Context: an optimization exercise on an open-source flow, tuned for small area. The choices shown serve that exercise and are no tape-out recipe. Function was checked by simulation only, so behaviour that the tests miss may differ from the original. Power and IR drop assume default switching activity.

## job 8061
// riscV
module riscV(
    input wire clk,
    input wire reset,
    output wire [31:0] imem_addr,
    input wire [31:0] imem_rdata,
    output wire [31:0] dmem_addr,
    output wire [31:0] dmem_wdata,
    output wire [2:0] dmem_size,
    output wire dmem_we,
    output wire dmem_re,
    input wire [31:0] dmem_rdata,
    output wire [18:0] out
);
localparam [3:0] C_NOP   = 4'd0,
                 C_LUI   = 4'd1,
                 C_AUIPC = 4'd2,
                 C_JAL   = 4'd3,
                 C_IA    = 4'd4,
                 C_LD    = 4'd5,
                 C_JALR  = 4'd6,
                 C_R     = 4'd12,
                 C_ST    = 4'd13,
                 C_BR    = 4'd14;
genvar gi;
reg [31:1] pc;                   
assign imem_addr = {pc, 1'b0};
reg [3:0] f_cls;
always @(*) begin
    case (imem_rdata[6:0])
    7'b0110011: f_cls = C_R;
    7'b0010011: f_cls = C_IA;
    7'b0000011: f_cls = C_LD;
    7'b0100011: f_cls = C_ST;
    7'b1100011: f_cls = C_BR;
    7'b1101111: f_cls = C_JAL;
    7'b1100111: f_cls = C_JALR;
    7'b0110111: f_cls = C_LUI;
    7'b0010111: f_cls = C_AUIPC;
    default:    f_cls = C_NOP;
    endcase
end
reg [3:0]  d_cls;
reg [31:7] d_ins;
wire d_r    = d_cls == C_R;
wire d_ia   = d_cls == C_IA;
wire d_ld   = d_cls == C_LD;
wire d_st   = d_cls == C_ST;
wire d_br   = d_cls == C_BR;
wire d_jal  = d_cls == C_JAL;
wire d_jalr = d_cls == C_JALR;
wire d_lui  = d_cls == C_LUI;
wire d_aui  = d_cls == C_AUIPC;
wire d_rs1r = d_r | d_ia | d_ld | d_st | d_br | d_jalr;
wire d_rs2r = d_r | d_st | d_br;
wire d_rdEn = d_r | d_ia | d_ld | d_jal | d_jalr | d_lui | d_aui;
reg        e_wen, e_ld, e_st, e_br, e_jalr;
reg        e_rs1r, e_rs2r, e_pxsel, e_immsel, e_arith, e_pred;
reg [31:7] e_ins;
reg [31:1] e_px;
wire       e_redirect;
wire [31:1] e_target;
reg [1:0] bp;                    
wire pred = bp[1];
wire lu = e_ld & e_wen &
          ((d_rs1r & (d_ins[19:15] == e_ins[11:7])) |
           (d_rs2r & (d_ins[24:20] == e_ins[11:7])));
wire d_take = (d_br & pred) | d_jal;
  ...
Settings: LEC_CHECK=0, CAP_MARGIN=20, CORE_MARGIN=2, CORE_UTILIZATION=50, PLACE_DENSITY=0.65, SLEW_MARGIN=20, SYNTH_HIERARCHICAL=1; clock period 10.0 ns.
standard.sh (not shown) runs the stock make flow with config.mk's settings and CLKGATE_MAP_FILE= SYNTH_SCRIPT=/design/flow/synth_recipe.tcl, a recipe that flattens the netlist after the stock synthesis.
==> flow/flow/run.sh <==
#!/bin/bash
# The standard layout (standard.sh, unchanged synthesis), with two changes:
# port buffers are the smallest buffer cell, and the clock tree uses clkbuf_8
# in clusters of at most 16 sinks within 60 um, without dummy loads.
set -euo pipefail
export BUFFER_PORTS_ARGS="-buffer_cell sky130_fd_sc_hd__buf_1"
export CTS_ARGS="-sink_clustering_enable -repair_clock_nets -dont_use_dummy_load -buf_list sky130_fd_sc_hd__clkbuf_8 -sink_clustering_size 16 -sink_clustering_max_diameter 60"
bash standard.sh > standard.log 2>&1
What job 3922 does differently from job 8061 at the input level:
Settings: a change of SLEW_MARGIN from 20 to 10; a change of PLACE_DENSITY from 0.65 to 0.75; a change of CORE_UTILIZATION from 50 to 60; a change of CAP_MARGIN from 20 to 10.
==> results.txt <==
Largest driver fanout on the critical path: job 3922 vs job 8061 identical
Count of clock buffers in the final design: job 3922 vs job 8061 down 11
Compared with job 8061, job 3922 shows a lower final instance area.
Job 3922 vs. job 8061: post-detailed-routing wire length fell 0.70%, global routing usage on met1 rose 8.6 points, fraction of cell area in non-clock buffers about even.
Layout cell share with drive strength beyond 1: job 8061 vs job 3922 — no meaningful difference
Placeable core region, job 3922 and job 8061: larger value in job 8061
The power in job 3922 was lower than what job 8061 gave.
Areal power density over the cells: higher on job 8061
[inputs] job 3142 vs job 3922
==> flow/flow/run.sh <==
#!/bin/bash
# The standard layout (standard.sh, unchanged synthesis), with two changes:
# port buffers are the smallest buffer cell, and the clock tree uses clkbuf_8
# in clusters of at most 18 sinks within 60 um, without dummy loads.
set -euo pipefail
export BUFFER_PORTS_ARGS="-buffer_cell sky130_fd_sc_hd__buf_1"
export CTS_ARGS="-sink_clustering_enable -repair_clock_nets -dont_use_dummy_load -buf_list sky130_fd_sc_hd__clkbuf_8 -sink_clustering_size 18 -sink_clustering_max_diameter 60"
bash standard.sh > standard.log 2>&1
- As far as fraction of standard cell area in multi-input logic is concerned, job 3142 and job 3922 perform about the same.
- Global-route usage over all layers across job 3922 and job 3142: no real change.
- In the metrics for job 3922 and job 3142, the one carrying the higher internal power contribution is job 3922.
- Job 3922 and job 3142 ended up with nearly the same clock-pin slew on the worst setup and hold paths.

## afterwards: timing with drivers on the ports
Ports are ideal in the flow. The routed layouts listed here were re-timed in OpenROAD.
Step 1 sets driving cells, clkbuf_16 on the clock port and buf_2 on the other inputs (assumed; they add their load-dependent delay and slew).
Step 2 adds t to the input delays and takes it off the output delays; t is the mean of the earliest and latest rising clock arrival at the registers after step 1. Input paths then give back, and output paths get back, about the clock's delay inside the block.
Three values: no drivers, after step 1, after step 2; two values: the first two.
| run | t (ns) | setup slack, ns | worst hold slack (ns) |
|---|---|---|---|
| job 8061 | 0.890 | 1.374 / 1.374 / 1.374 | 0.378 / 0.378 / 0.378 |
| job 3922 | 0.867 | 1.281 / 1.281 / 1.281 | 0.416 / 0.416 / 0.416 |
| job 3142 | 0.854 | 1.286 / 1.286 / 1.286 | 0.417 / 0.417 / 0.417 |
After both steps setup and hold are still met in every run listed.
